This design comes from an exercise in tuning for small area on the open sky130 flow, not from production work.
In this exercise RTL edits were held to simulation tests only and were not proved equivalent to the original.
No activity file was given, so power comes from the tool's default toggle rates.

==> flow/design.v (outline; a module is shown in full before it is edited, if it fits) <==
// module activation: 50 lines
// module act_lane: 2538 lines
// module act_ctrl: 131 lines
// module g_a211o: 3 lines
// module g_a221o: 3 lines
// module g_a222oi: 3 lines
// module g_a22o: 3 lines
// module g_a311oi: 3 lines
// module g_a31o: 3 lines
// module g_a31oi: 3 lines
// module g_a32o: 3 lines
// module g_a32oi: 3 lines
// module g_a41o: 3 lines
// module g_and2: 3 lines
// module g_and3: 3 lines
// module g_and3b: 3 lines
// module g_and4: 3 lines
// module g_and4b: 3 lines
// module g_inv: 3 lines
// module g_nand2: 3 lines
// module g_nand2b: 3 lines
// module g_nand3: 3 lines
// module g_nand3b: 3 lines
// module g_nand4: 3 lines
// module g_nand4bb: 3 lines
// module g_nor2: 3 lines
// module g_o2111a: 3 lines
// module g_o21a: 3 lines
// module g_o21ai: 3 lines
// module g_o21bai: 3 lines
// module g_o221a: 3 lines
// module g_o22a: 3 lines
// module g_o22ai: 3 lines
// module g_o311a: 3 lines
// module g_o311ai: 3 lines
// module g_or2: 3 lines
// module g_or3: 3 lines
// module g_or4: 3 lines
// module g_xor2: 3 lines
module activation
    #(
        parameter int MATRIX_WIDTH = 14
    )(
        input   logic clk,
        input   logic rst,
        input   logic enable,
        input   logic [3:0] activation_function,
        input   logic is_signed,
        input   logic [32*MATRIX_WIDTH-1:0] data_in,
        output  logic [8*MATRIX_WIDTH-1:0] data_out
    );
  // ...
==> flow/flow/run.sh <==
#!/bin/bash
# The standard layout, except that the port buffers are the smallest buffer
# (sky130_fd_sc_hd__buf_1) instead of the default choice (a delay cell).
# make's full output goes to standard.log; ORFS's own logs are under orfs/logs/.
set -euo pipefail
bash standard.sh "BUFFER_PORTS_ARGS=-buffer_cell sky130_fd_sc_hd__buf_1" finish > standard.log 2>&1
==> flow/standard.sh <==
#!/bin/bash
# synth_recipe.tcl (not shown) runs the flow's synth.tcl, then flattens the netlist and writes it again
# the make line also repeats each setting of config.mk as NAME=value (left out here)
make -C /OpenROAD-flow-scripts/flow DESIGN_CONFIG=/design/flow/config.mk WORK_HOME=/design/flow/orfs CLKGATE_MAP_FILE= SYNTH_SCRIPT=/design/flow/synth_recipe.tcl "${@:-finish}"
==> flow/config.mk <==
export PLATFORM = sky130hd
export DESIGN_NAME = activation
export DESIGN_NICKNAME = activation
export VERILOG_FILES = /design/flow/design.v
export SDC_FILE = /design/flow/constraint.sdc
export NUM_CORES = 4
export LEC_CHECK = 0
export CAP_MARGIN = 20
export CORE_MARGIN = 2
export CORE_UTILIZATION = 40
export CTS_BUF_LIST = sky130_fd_sc_hd__clkbuf_4
export GPL_TIMING_DRIVEN = 0
export SETUP_SLACK_MARGIN = 0.1
export SLEW_MARGIN = 20
export SYNTH_HIERARCHICAL = 1
==> flow/constraint.sdc <==
create_clock -name core_clock -period 5.0 [get_ports {clk}]
set_input_delay 1.0000 -clock core_clock [delete_from_list [all_inputs] [get_ports {clk}]]
set_output_delay 1.0000 -clock core_clock [all_outputs]
set_load 0.01 [all_outputs]
==> out/results.txt, run 1 <==
Setup Total Neg Slack: 0 ns
startpoint types: primary input
gpl congestion: 0.978
worst reg2reg path endpoint: st3[1][2]
Seq area share: 0.166
critical path data required time: 5.76 ns
initial drt markers: 5840
Post-Synthesis Cells: 5634
Logic pwr share: 0.354
# rows: 108
number of synthesized flops with an enable pin: 0
status: finished clean
wl on met1: 62900 µm
met1 Use GR: 0.415
Yosys cell types: 38
DRC Markers: 0
Synth Area per Inst: 6.25 µm²
Setup Viol. Count Final: 0
WP buf/inv: 6
worst skew pair latency: 0.94 ns
Layout Utilization: 0.468
sequential fraction of the synthesis area: 0.192
fraction of area in multi-input gates: 0.630
share of total power in sequential cells: 0.346
post-synthesis mux area share: 0
Routed met3 length: 14900 µm
actual slew at the worst max-slew pin: 0.963 ns
Net Sw Power: 3.49 mW
Compound-Gate Fraction of Synth Area: 0.425
Inserted Diodes: 10
vias in the first global route: 42700
Synth top area share: 0.192
fraction of registers with async set/reset: 0
==> run 2, diff against run 1 <==
--- a/flow/config.mk
+++ b/flow/config.mk
@@ -9,7 +9,6 @@
 export CORE_MARGIN = 2
 export CORE_UTILIZATION = 40
 export CTS_BUF_LIST = sky130_fd_sc_hd__clkbuf_4
-export GPL_TIMING_DRIVEN = 0
-export SETUP_SLACK_MARGIN = 0.1
+export GPL_TIMING_DRIVEN = 1
 export SLEW_MARGIN = 20
 export SYNTH_HIERARCHICAL = 1
==> out/results.txt, run 2 <==
status: finished clean (unchanged)
largest net degree at the start of global routing: 113 (was 70)
Compound-Gate Fraction of Synth Area: 0.425 (unchanged)
initial drt markers: 5120 (was 5840)
Largest regs: st1 x112, st2 x112, st3 x112 (unchanged)
Adder-Cell Fraction of Synth Area: 0 (unchanged)
initial antenna violation count: 18 (unchanged)
io pins: 568 (unchanged)
unrepaired setup endpoints after global routing: false (was true)
R2R setup slack: 3.26 ns (was 3.41 ns)
most frequent CP cell: nor2_1 (was inv_1)
Non-Filler Instances: 8112 (was 7471)
Num CTS Buffers: 95 (unchanged)
# rows: 108 (unchanged)
Multi-input gate area: 25300 µm² (was 25700 µm²)
# clock sinks: 338 (unchanged)
critical path data required time: 5.80 ns (was 5.76 ns)
Area after DPL: 43700 µm² (was 39100 µm²)
worst reg2reg path endpoint: st3[6][6] (was st3[1][2])
ANT nets after route: 0 (unchanged)
count of pins over their slew limit: 0 (unchanged)
dpl hpwl: 122000 µm (was 114000 µm)
Longest Clk Path Bufs: 3 (unchanged)
Max Cap Violations: 0 (unchanged)
Commonest cells post-synth: nor2_1, o21ai_1, inv_1 (unchanged)
IO buf count: 469 (unchanged)
drt pass-1 iters: 9 (was 7)
wire length per cell: 19.5 µm (was 20.0 µm)
layout cells sized above 1: 0.121 (was 0.0458)
largest family of logic cells by synthesized area: compound AO/OA/AOI/OAI gates (unchanged)
DRC Markers: 0 (unchanged)
htree depth: 3 (unchanged)
final period utilization: 0.852 (was 0.953)
actual slew at the worst max-slew pin: 0.920 ns (was 0.963 ns)
register area: 6770 µm² (unchanged)
Post-Syn Area: 35200 µm² (unchanged)
die height: 301 µm (unchanged)
# Post-CTS Setup Buffers: 0 (unchanged)
fin nets: 7338 (was 6695)
xor and xnor area share after synthesis: 0.00696 (unchanged)
leakage: 20.0 nW (was 17.1 nW)
aggregate routed wire length: 158000 µm (was 149000 µm)
f_max: 0.235 GHz (was 0.210 GHz)
die span in x: 301 µm (unchanged)
FF-to-FF Start: v2 (unchanged)
CP peak stage delay: 0.35 ns (was 0.52 ns)
slowest cell on the critical path: a222oi_1 (was buf_1)
Layout fillers: 9017 (was 9293)
CTS clk-pin slew, worst paths: 0.07 ns (was 0.06 ns)
Worst Hold End: st1[12][0] (was st1[13][6])
CTS tree: built (unchanged)
Hold Fails Final Rpt: 0 (unchanged)
Area contributors post-synth: dfxtp_1, o21ai_1, nor2_1 (unchanged)
peak supply drop: 0.170 mV (was 0.177 mV)
Total Routing Usage GR: 0.330 (was 0.309)
Min-Delay Path Class: in -> reg (unchanged)
commonest non-fill, non-tap cell in the layout: nor2_1 (unchanged)
WP buf/inv: 5 (was 6)
Synth top area share: 0.192 (unchanged)
Final Critical Period: 4.26 ns (was 4.77 ns)
Yosys top cell by area: dfxtp_1 (unchanged)
total global routing overflow: 0 (unchanged)
Top FF cell, synth: dfxtp_1 (unchanged)
cell with the most instances after synthesis: nor2_1 (unchanged)
root buffer selected by CTS: clkbuf_4 (unchanged)
sequential fraction of the synthesis area: 0.192 (unchanged)
simple-gate share of the synthesized area: 0.286 (unchanged)
Initial Utilization: 0.405 (unchanged)
Hold Buf Count CTS: 0 (unchanged)
CP Max Fanout: 4 (was 13)
Post-Synthesis Cells: 5634 (unchanged)
gpl congestion: 0.995 (was 0.978)
Top delay family on crit path: simple AND/OR/NAND/NOR gates (was compound AO/OA/AOI/OAI gates)
startpoint types: primary input (unchanged)
hold depth: 2 (unchanged)
Core ar.: 87000 µm² (unchanged)
number of synthesized flops with an enable pin: 0 (unchanged)
Reg2Reg Depth: 3 (unchanged)
routed vias: 49000 (was 47100)
P&R area growth vs syn: 27.4% (was 15.7%)
CP Capture Type: register (unchanged)
Setup Total Neg Slack: 0 ns (unchanged)
Finished Cell Area: 44900 µm² (was 40800 µm²)
fraction of registers with async set/reset: 0 (unchanged)
critical path data arrival time: 5.06 ns (was 5.53 ns)
Pwr per Cell Area: 209 nW/µm² (was 220 nW/µm²)
Crit Path Category: in -> reg (unchanged)
vias per cell: 6.04 (was 6.30)
max_slew headroom: 0.387 (was 0.358)
worst skew pair latency: 0.97 ns (was 0.94 ns)
warnings from Yosys: 13 (unchanged)
post-synthesis mux area share: 0 (unchanged)
die area: 90500 µm² (unchanged)
syn_nets: 6090 (unchanged)
Yosys cell types: 38 (unchanged)
commonest cells after routing, fill and taps aside: nor2_1, o21ai_1, inv_1 (unchanged)
Setup Viol. Count Final: 0 (unchanged)
first-pass GRT wire length: 246000 µm (was 231000 µm)
Hold Crit Start: data_in[408] (was data_in[446])
worst clock skew: 0.0786 ns (was 0.0929 ns)
CTS resizes: 0 (was 1)
Synth Area per Inst: 6.25 µm² (unchanged)
vias in the first global route: 45800 (was 42700)
#FFs+latches synth: 338 (unchanged)
DP Cell Count: 7940 (was 7283)
run 2: per-stage QoR:
stage	setup WS, ns	util	power [mW]	hold WS (ns)
3_3_place_gp	0.00643	0.502	6.75	0.436
4_1_cts	0.985	0.516	9.35	0.222
2_1_floorplan	0.00955	-	5.17	0.428
3_5_place_dp	-0.00434	0.502	6.72	0.447
6_report	0.742	0.516	9.36	0.339
5_1_grt	0.353	0.516	9.93	0.305
run 2: where the power goes:
| part | switching (mW) | leakage, nW | internal [mW] | total (mW) |
|---|---|---|---|---|
| sequential | 0.161 | 2.80 | 2.95 | 3.11 |
| combinational | 2.18 | 16.4 | 1.49 | 3.67 |
| clock | 1.35 | 0.701 | 1.24 | 2.58 |
run 2: worst max path at each step:
stage	cells after the start	endpoint	from	slack [ns]
5_1_grt	26	st1[3][0]	data_in[106]	0.35
3_5_place_dp	27	st1[3][4]	data_in[108]	-0.004
6_report	25	st1[3][3]	data_in[108]	0.74
2_1_floorplan	6	st1[0][4]	enable	0.01
4_1_cts	27	st1[3][4]	data_in[108]	0.98
3_3_place_gp	27	st1[3][4]	data_in[108]	0.006
run 2: cell type report:
| type | instances | share of cell area |
|---|---|---|
| diodes | 6 | 0.000334 |
| multi-input cells | 4451 | 0.565 |
| repair buffers | 1153 | 0.156 |
| well taps | 1155 | 0.0322 |
| clock buffers | 134 | 0.0224 |
| clock inverters | 32 | 0.00332 |
| flip-flops and latches | 338 | 0.151 |
| inverters | 843 | 0.0706 |
run 2: worst register-to-register path, cell delays in order, from the launching register on:
cell     delay, ns
dfxtp_1       0.33
and3_4        0.64
buf_12        0.42
a22o_1        0.27
run 2: cell families (layout without fill, tap and decap cells):
logic type,after synthesis,after routing
xor gates and xnor gates,28,28
other,0,6
and+or+nand+nor,2251,2251
DFF,338,338
buffers and inverters,845,2162
AOI/OAI and AO/OA,2172,2172
run 2: routing by layer:
metal | wire length, µm | GRT usage | share of wire | vias up
met1 | 66900 | 0.440 | 0.42 | 22300
li1 | - | - | - | 23500
met4 | 5580 | 0.128 | 0.035 | 26
met2 | 68600 | 0.520 | 0.43 | 2766
met3 | 16600 | 0.0700 | 0.11 | 409
met5 | 172 | 0 | 0.0011 | -
run 2: Yosys stat by module, one instance, submodules excluded, a selection:
module	times used	cells inside	cell area, µm²
g_a22o	224	1	8.76
g_nand4	126	1	6.26
g_a31o	42	1	8.76
g_a211o	14	1	8.76
act_ctrl	1	2	15.0
g_a41o	14	1	10.0
g_o22a	70	1	8.76
g_and2	42	1	6.26
g_and3b	14	1	8.76
g_a32o	28	1	10.0
g_o21ai	924	1	5.00
g_o21bai	42	1	7.51
g_and4b	14	1	10.0
g_o2111a	28	1	11.3
==> run 3, diff against run 2 <==
--- a/flow/config.mk
+++ b/flow/config.mk
@@ -7,8 +7,9 @@
 export LEC_CHECK = 0
 export CAP_MARGIN = 20
 export CORE_MARGIN = 2
-export CORE_UTILIZATION = 40
+export CORE_UTILIZATION = 50
 export CTS_BUF_LIST = sky130_fd_sc_hd__clkbuf_4
-export GPL_TIMING_DRIVEN = 1
+export GPL_TIMING_DRIVEN = 0
+export SETUP_SLACK_MARGIN = 0.1
 export SLEW_MARGIN = 20
 export SYNTH_HIERARCHICAL = 1
==> out/results.txt, run 3 <==
Final Critical Period: 4.75 ns (was 4.26 ns)
max_slew headroom: 0.259 (was 0.387)
slowest cell on the critical path: buf_1 (was a222oi_1)
Yosys top cell by area: dfxtp_1 (unchanged)
number of synthesized flops with an enable pin: 0 (unchanged)
CP Capture Type: register (unchanged)
gpl congestion: 1.02 (was 0.995)
initial antenna violation count: 20 (was 18)
Largest regs: st1 x112, st2 x112, st3 x112 (unchanged)
P&R area growth vs syn: 14.9% (was 27.4%)
cell with the most instances after synthesis: nor2_1 (unchanged)
Setup Viol. Count Final: 0 (unchanged)
count of pins over their slew limit: 0 (unchanged)
total global routing overflow: 0 (unchanged)
Crit Path Category: in -> reg (unchanged)
leakage: 17.1 nW (was 20.0 nW)
Layout fillers: 7016 (was 9017)
drt pass-1 iters: 9 (unchanged)
sequential fraction of the synthesis area: 0.192 (unchanged)
CTS clk-pin slew, worst paths: 0.07 ns (about the same)
htree depth: 3 (unchanged)
CTS tree: built (unchanged)
warnings from Yosys: 13 (unchanged)
fin nets: 6691 (was 7338)
Layout Utilization: 0.579 (was 0.516)
startpoint types: primary input (unchanged)
Net Sw Power: 3.56 mW (was 3.69 mW)
fraction of registers with async set/reset: 0 (unchanged)
FF-to-FF Start: v2 (unchanged)
Reg2Reg Depth: 3 (unchanged)
critical path data required time: 5.77 ns (was 5.80 ns)
vias per cell: 6.59 (was 6.04)
commonest cells after routing, fill and taps aside: nor2_1, o21ai_1, inv_1 (unchanged)
routed vias: 47800 (was 49000)
Pwr per Cell Area: 225 nW/µm² (was 209 nW/µm²)
commonest non-fill, non-tap cell in the layout: nor2_1 (unchanged)
Hold Fails Final Rpt: 0 (unchanged)
Synth top area share: 0.192 (unchanged)
layout cells sized above 1: 0.0468 (was 0.121)
Hold Buf Count CTS: 0 (unchanged)
Num CTS Buffers: 96 (was 95)
Initial Utilization: 0.504 (was 0.405)
status: finished clean (unchanged)
most frequent CP cell: inv_1 (was nor2_1)
f_max: 0.210 GHz (was 0.235 GHz)
worst clock skew: 0.0765 ns (was 0.0786 ns)
IO buf count: 469 (unchanged)
Min-Delay Path Class: in -> reg (unchanged)
hold depth: 2 (unchanged)
worst reg2reg path endpoint: st3[6][5] (was st3[6][6])
hold_ws: 0.373 ns (was 0.339 ns)
peak supply drop: 0.226 mV (was 0.170 mV)
Post-Syn Area: 35200 µm² (unchanged)
dpl hpwl: 108000 µm (was 122000 µm)
# clock sinks: 338 (unchanged)
worst skew pair latency: 0.91 ns (was 0.97 ns)
die area: 72600 µm² (was 90500 µm²)
crit-path cells: buf_1 -> inv_1 -> nor2_1 -> inv_1 -> nor2_1 -> nand2_1 -> o21ai_2 -> inv_1 -> nor2_2 -> inv_1 -> o2111a_1 -> inv_1 -> a222oi_1 -> nor2_1 -> o311ai_1 -> a41o_1 -> and3_1 -> o21ai_1 -> nand2_1 -> nand2_1 -> a32o_1 -> o311ai_1 -> a221o_1
# rows: 97 (was 108)
Area contributors post-synth: dfxtp_1, o21ai_1, nor2_1 (unchanged)
ANT nets after route: 0 (unchanged)
Power Internal: 5.55 mW (was 5.68 mW)
CP peak stage delay: 0.51 ns (was 0.35 ns)
final period utilization: 0.951 (was 0.852)
vias in the first global route: 43600 (was 45800)
die height: 269 µm (was 301 µm)
Post-Synthesis Cells: 5634 (unchanged)
Top FF cell, synth: dfxtp_1 (unchanged)
root buffer selected by CTS: clkbuf_4 (unchanged)
syn_nets: 6090 (unchanged)
first-pass GRT wire length: 225000 µm (was 246000 µm)
critical path data arrival time: 5.52 ns (was 5.06 ns)
io pins: 568 (unchanged)
R2R setup slack: 3.49 ns (was 3.26 ns)
die span in x: 269 µm (was 301 µm)
crit path to: st1[9][4] (was st1[3][3])
Max Cap Violations: 0 (unchanged)
aggregate routed wire length: 144000 µm (was 158000 µm)
Clk pwr share: 0.313 (was 0.276)
DRC Markers: 0 (unchanged)
#FFs+latches synth: 338 (unchanged)
Logic pwr share: 0.346 (was 0.392)
wire length per cell: 19.8 µm (was 19.5 µm)
unrepaired setup endpoints after global routing: false (unchanged)
share of total power in sequential cells: 0.340 (was 0.332)
crit path from: data_in[301] (was data_in[108])
Total Routing Usage GR: 0.368 (was 0.330)
CP Max Fanout: 13 (was 4)
largest net degree at the start of global routing: 113 (unchanged)
Commonest cells post-synth: nor2_1, o21ai_1, inv_1 (unchanged)
Core ar.: 69900 µm² (was 87000 µm²)
Longest Clk Path Bufs: 3 (unchanged)
initial drt markers: 6331 (was 5120)
Sw Ratio: 0.391 (was 0.394)
Synth Area per Inst: 6.25 µm² (unchanged)
Yosys cell types: 38 (unchanged)
actual slew at the worst max-slew pin: 1.11 ns (was 0.920 ns)
-- run 3: how the worst min path moves through the flow --
stage	end	startpoint	slack [ns]
final	st1[2][0]	data_in[88]	0.37
after detailed placement	st1[5][7]	st1[5][7]	0.44
after global routing	st1[2][3]	data_in[91]	0.33
after global placement	v1	v1	0.44
after CTS	st1[1][0]	data_in[56]	0.32
after floorplan	st1[0][7]	st1[0][7]	0.43
-- run 3: per-layer routing --
metal | vias to the layer above | GRT usage | routed length (µm)
li1 | 22200 | - | -
met1 | 21800 | 0.475 | 57700
met3 | 552 | 0.0747 | 15900
met4 | 16 | 0.178 | 6620
met2 | 3253 | 0.583 | 63300
met5 | - | 0 | 97
-- run 3: power by group through the flow --
stage | combinational [mW] | sequential [mW] | clock (mW)
2_1_floorplan | 2.06 | 3.12 | 0
3_3_place_gp | 3.00 | 3.15 | 0
3_5_place_dp | 2.98 | 3.15 | 0
4_1_cts | 3.00 | 3.10 | 2.91
5_1_grt | 3.43 | 3.13 | 3.05
6_report | 3.16 | 3.10 | 2.85
-- run 3: modules after synthesis (local to each module, per instance), excerpt --
module | flops+latches | cell area (µm²)
g_o311a | 0 | 10.0
g_o311ai | 0 | 8.76
g_o22a | 0 | 8.76
g_a311oi | 0 | 8.76
g_and4 | 0 | 8.76
g_a22o | 0 | 8.76
g_or4 | 0 | 7.51
g_and3 | 0 | 6.26
g_and2 | 0 | 6.26
-- run 3: critical path, delay by kind of cell --
family	cells	cell delay, ns
AO/OA/AOI/OAI	9	1.86
buffers and inverters	6	1.30
AND/OR/NAND/NOR	8	1.37
-- run 3: layout make-up --
| cell class | instances | area, µm² | share of cell area |
|---|---|---|---|
| Multi-Input combinational cell | 4451 | 25700 | 0.634 |
| Sequential cell | 338 | 6770 | 0.167 |
| Inverter | 843 | 3170 | 0.0782 |
| Timing Repair Buffer | 503 | 2360 | 0.0582 |
| Tap cell | 940 | 1180 | 0.0290 |
| Clock buffer | 128 | 961 | 0.0237 |
| Clock inverter | 42 | 343 | 0.00846 |
| Antenna cell | 14 | 35.0 | 0.000865 |
| Buffer | 2 | 22.5 | 0.000556 |
-- run 3: per-stage QoR --
step	total power [mW]	std cells	setup slack (ns)	setup TNS, ns	area, µm²
global route	9.61	7260	0.0749	0	40500
finish	9.11	7261	0.247	0	40500
global placement	6.14	7043	-3.77	-741.61	38200
floorplan	5.17	5634	0.101	0	35300
CTS	9.01	7236	0.131	0	40000
detailed placement	6.13	7065	-0.870	-46.04	38700
-- run 3: logic make-up (layout without fill, tap and decap cells) --
group	Yosys count	count (layout)	synth area share
AOI/OAI and AO/OA	2172	2172	0.425
other	0	14	0
DFF	338	338	0.192
buffers and inverters	845	1518	0.0902
xor gates and xnor gates	28	28	0.00696
and+or+nand+nor	2251	2251	0.286
-- run 3: what timing repair did --
| action | 4_1_cts | 5_1_grt |
|---|---|---|
| endpoints found under the hold margin | 0 | 0 |
| gates resized for setup | 1 | 101 |
| setup endpoints to repair | 1 | 68 |
| setup buffers | 1 | 11 |
| pin swaps | 1 | 11 |
==> run 4, diff against run 3 <==
==> flow/config.mk (replaced) <==
export PLATFORM = sky130hd
export DESIGN_NAME = activation
export DESIGN_NICKNAME = activation
export VERILOG_FILES = /design/flow/design.v
export SDC_FILE = /design/flow/constraint.sdc
export NUM_CORES = 4
export LEC_CHECK = 0
export CAP_MARGIN = 5
export CORE_MARGIN = 2
export CORE_UTILIZATION = 40
export CTS_BUF_LIST = sky130_fd_sc_hd__clkbuf_4
export GPL_TIMING_DRIVEN = 0
export SETUP_SLACK_MARGIN = 0.1
export SLEW_MARGIN = 5
export SYNTH_HIERARCHICAL = 1
==> out/results.txt, run 4 <==
status: finished clean (unchanged)
initial drt markers: 5780 (was 6331)
#FFs+latches synth: 338 (unchanged)
vias per cell: 6.26 (was 6.59)
P&R area growth vs syn: 15.4% (was 14.9%)
Post-Syn Area: 35200 µm² (unchanged)
total global routing overflow: 0 (unchanged)
Setup Total Neg Slack: 0 ns (unchanged)
io pins: 568 (unchanged)
Pwr per Cell Area: 219 nW/µm² (was 225 nW/µm²)
fin nets: 6695 (was 6691)
sequential fraction of the synthesis area: 0.192 (unchanged)
die area: 90500 µm² (was 72600 µm²)
Min-Delay Path Class: in -> reg (unchanged)
max_slew headroom: 0.379 (was 0.259)
vias in the first global route: 42900 (was 43600)
cell with the most instances after synthesis: nor2_1 (unchanged)
CP Max Fanout: 8 (was 13)
Final Critical Period: 4.77 ns (was 4.75 ns)
warnings from Yosys: 13 (unchanged)
dpl hpwl: 114000 µm (was 108000 µm)
die span in x: 301 µm (was 269 µm)
Area contributors post-synth: dfxtp_1, o21ai_1, nor2_1 (unchanged)
IO buf count: 469 (unchanged)
gpl congestion: 0.978 (was 1.02)
Layout fillers: 9285 (was 7016)
Top FF cell, synth: dfxtp_1 (unchanged)
WP buf/inv: 6 (unchanged)
final period utilization: 0.954 (was 0.951)
CTS clk-pin slew, worst paths: 0.06 ns (was 0.07 ns)
commonest non-fill, non-tap cell in the layout: nor2_1 (unchanged)
count of pins over their slew limit: 0 (unchanged)
largest net degree at the start of global routing: 86 (was 113)
slowest cell on the critical path: a221o_1 (was buf_1)
number of synthesized flops with an enable pin: 0 (unchanged)
# rows: 108 (was 97)
Top delay family on crit path: compound AO/OA/AOI/OAI gates (unchanged)
root buffer selected by CTS: clkbuf_4 (unchanged)
# clock sinks: 338 (unchanged)
first-pass GRT wire length: 231000 µm (was 225000 µm)
setup ws final: 0.229 ns (was 0.247 ns)
CP Capture Type: register (unchanged)
Post-Synthesis Cells: 5634 (unchanged)
Synth Area per Inst: 6.25 µm² (unchanged)
Synth top area share: 0.192 (unchanged)
routed vias: 46800 (was 47800)
critical path data arrival time: 5.61 ns (was 5.52 ns)
initial antenna violation count: 18 (was 20)
commonest cells after routing, fill and taps aside: nor2_1, o21ai_1, inv_1 (unchanged)
Hold Fails Final Rpt: 0 (unchanged)
Max Cap Violations: 0 (unchanged)
leakage: 17.1 nW (about the same)
CP peak stage delay: 0.37 ns (was 0.51 ns)
Setup Viol. Count Final: 0 (unchanged)
ANT nets after route: 0 (unchanged)
Yosys cell types: 38 (unchanged)
Commonest cells post-synth: nor2_1, o21ai_1, inv_1 (unchanged)
Total Routing Usage GR: 0.309 (was 0.368)
fraction of registers with async set/reset: 0 (unchanged)
syn_nets: 6090 (unchanged)
startpoint types: primary input (unchanged)
Layout Utilization: 0.467 (was 0.579)
die height: 301 µm (was 269 µm)
worst skew pair latency: 0.95 ns (was 0.91 ns)
layout cells sized above 1: 0.0477 (was 0.0468)
pre-CTS setup slack: -0.949 ns (was -0.870 ns)
f_max: 0.210 GHz (about the same)
Core ar.: 87000 µm² (was 69900 µm²)
unrepaired setup endpoints after global routing: true (was false)
wire length per cell: 19.9 µm (was 19.8 µm)
Yosys top cell by area: dfxtp_1 (unchanged)
DRC Markers: 0 (unchanged)
Initial Utilization: 0.405 (was 0.504)
Num CTS Buffers: 97 (was 96)
htree depth: 3 (unchanged)
aggregate routed wire length: 149000 µm (was 144000 µm)
worst clock skew: 0.0967 ns (was 0.0765 ns)
Largest regs: st1 x112, st2 x112, st3 x112 (unchanged)
Crit Path Category: in -> reg (unchanged)
drt pass-1 iters: 13 (was 9)
actual slew at the worst max-slew pin: 0.929 ns (was 1.11 ns)
peak supply drop: 0.174 mV (was 0.226 mV)
critical path data required time: 5.83 ns (was 5.77 ns)
Longest Clk Path Bufs: 3 (unchanged)
CTS tree: built (unchanged)
-- run 4: cell count changes in the layout (fill, tap and decap cells not counted), moves of 3 or more --
cell / before / now
buf_4: 12 / 16
bufinv_16: 6 / 1
clkbuf_4: 128 / 136
clkinv_1: 21 / 16
diode_2: 14 / 8
o22ai_2: 28 / 25
-- run 4: final cells by class --
cell class | instances | area (µm²) | area share
inverter | 843 | 3170 | 0.0779
sequential | 338 | 6770 | 0.166
clock inverter | 36 | 198 | 0.00486
timing repair buffer | 506 | 2350 | 0.0579
antenna | 8 | 20.0 | 0.000492
clock buffer | 136 | 1020 | 0.0251
buffer | 2 | 22.5 | 0.000554
tap | 1155 | 1450 | 0.0355
multi-input combinational | 4451 | 25700 | 0.631
-- run 4: path summary, 6_finish.rpt --
check	slack, ns	cells past startpoint	to	startpoint
setup / recovery	0.23	25	st1[12][4]	data_in[395]
hold / removal	0.36	2	st1[13][0]	data_in[440]
setup reg to reg	3.43	3	st3[1][2]	v2
hold reg to reg	0.45	1	st2[11][5]	st1[11][5]
-- run 4: what timing repair did --
item,in CTS,in global routing
endpoints found under the setup margin,1,65
pin swaps,0,16
cloned,0,0
gates resized for setup,1,98
hold buffers,0,0
buffers inserted,0,16
-- run 4: cell families (layout without fill, tap and decap cells) --
kind of cell	Yosys count	count (layout)	synth area share
DFF	338	338	0.192
xor gates and xnor gates	28	28	0.00696
and+or+nand+nor	2251	2251	0.286
buffers and inverters	845	1523	0.0902
AOI/OAI and AO/OA	2172	2172	0.425
other	0	8	0
-- run 4: Yosys stat by module, one instance, submodules excluded, excerpt --
module | area (µm²) | cells inside
g_a211o | 8.76 | 1
g_or2 | 6.26 | 1
g_o21ai | 5.00 | 1
g_a222oi | 10.0 | 1
g_nand3 | 5.00 | 1
g_a32o | 10.0 | 1
g_and4 | 8.76 | 1
g_a221o | 10.0 | 1
g_and4b | 10.0 | 1
g_nand4 | 6.26 | 1
g_and2 | 6.26 | 1
g_nand2 | 3.75 | 1
-- run 4: routing by layer --
metal,up-vias,GRT usage,share of wire
li1,22200,-,-
met1,21500,0.410,0.42
met2,2713,0.491,0.45
met3,396,0.0657,0.10
met4,20,0.117,0.032
met5,-,0,0.00088
-- run 4: power breakdown --
group	internal, mW	leakage [nW]	switching [mW]
sequential	2.95	2.80	0.150
combinational	1.09	13.5	2.07
clock	1.31	0.737	1.31
-- run 4: through the flow --
| step | hold WS (ns) | power [mW] | area (µm²) | cells |
|---|---|---|---|---|
| finish | 0.361 | 8.89 | 40700 | 7475 |
| global placement | 0.437 | 6.19 | 38500 | 7258 |
| floorplan | 0.428 | 5.17 | 35300 | 5634 |
| global route | 0.308 | 9.45 | 40700 | 7475 |
| detailed placement | 0.445 | 6.15 | 39000 | 7279 |
| CTS | 0.239 | 8.84 | 40200 | 7451 |
-- run 4: worst register-to-register path, cell delays in order, from the launching register on --
cell and delay (ns):
dfxtp_1 0.33, and3_4 0.56, buf_12 0.28, a22o_1 0.28

## afterwards: timing with drivers on the ports
The results above use ideal ports. As a check the final layouts listed here were re-extracted and re-timed, cells and wires unchanged.
Step 1, drivers: a clkbuf_16 drives clk and a buf_2 each remaining input, both assumed.
Step 2 times the ports against the registers' clock, not the clock port: input delays grow and output delays shrink by t, the midpoint of the rising clock arrivals with the driver on.
a / b / c = no drivers / after step 1 / after step 2; a / b = the first two.
run	t, ns	setup WS [ns]	clock arrival spread, ns	slew at the worst register clock pin (ns)
run 1	0.960	0.235 / 0.269 / -0.691	0.117 / 0.117	0.09 / 0.09
run 2	0.996	0.742 / 0.751 / -0.245	0.094 / 0.093	0.09 / 0.09
run 3	0.935	0.247 / 0.276 / -0.659	0.077 / 0.078	0.08 / 0.08
run 4	0.963	0.229 / 0.218 / -0.745	0.110 / 0.110	0.08 / 0.08
Met with ideal ports but missed after step 2: setup timing in every run listed. The setup slack of run 2, which loses most, moves by +0.009 ns with the drivers and by -0.987 ns with both steps.
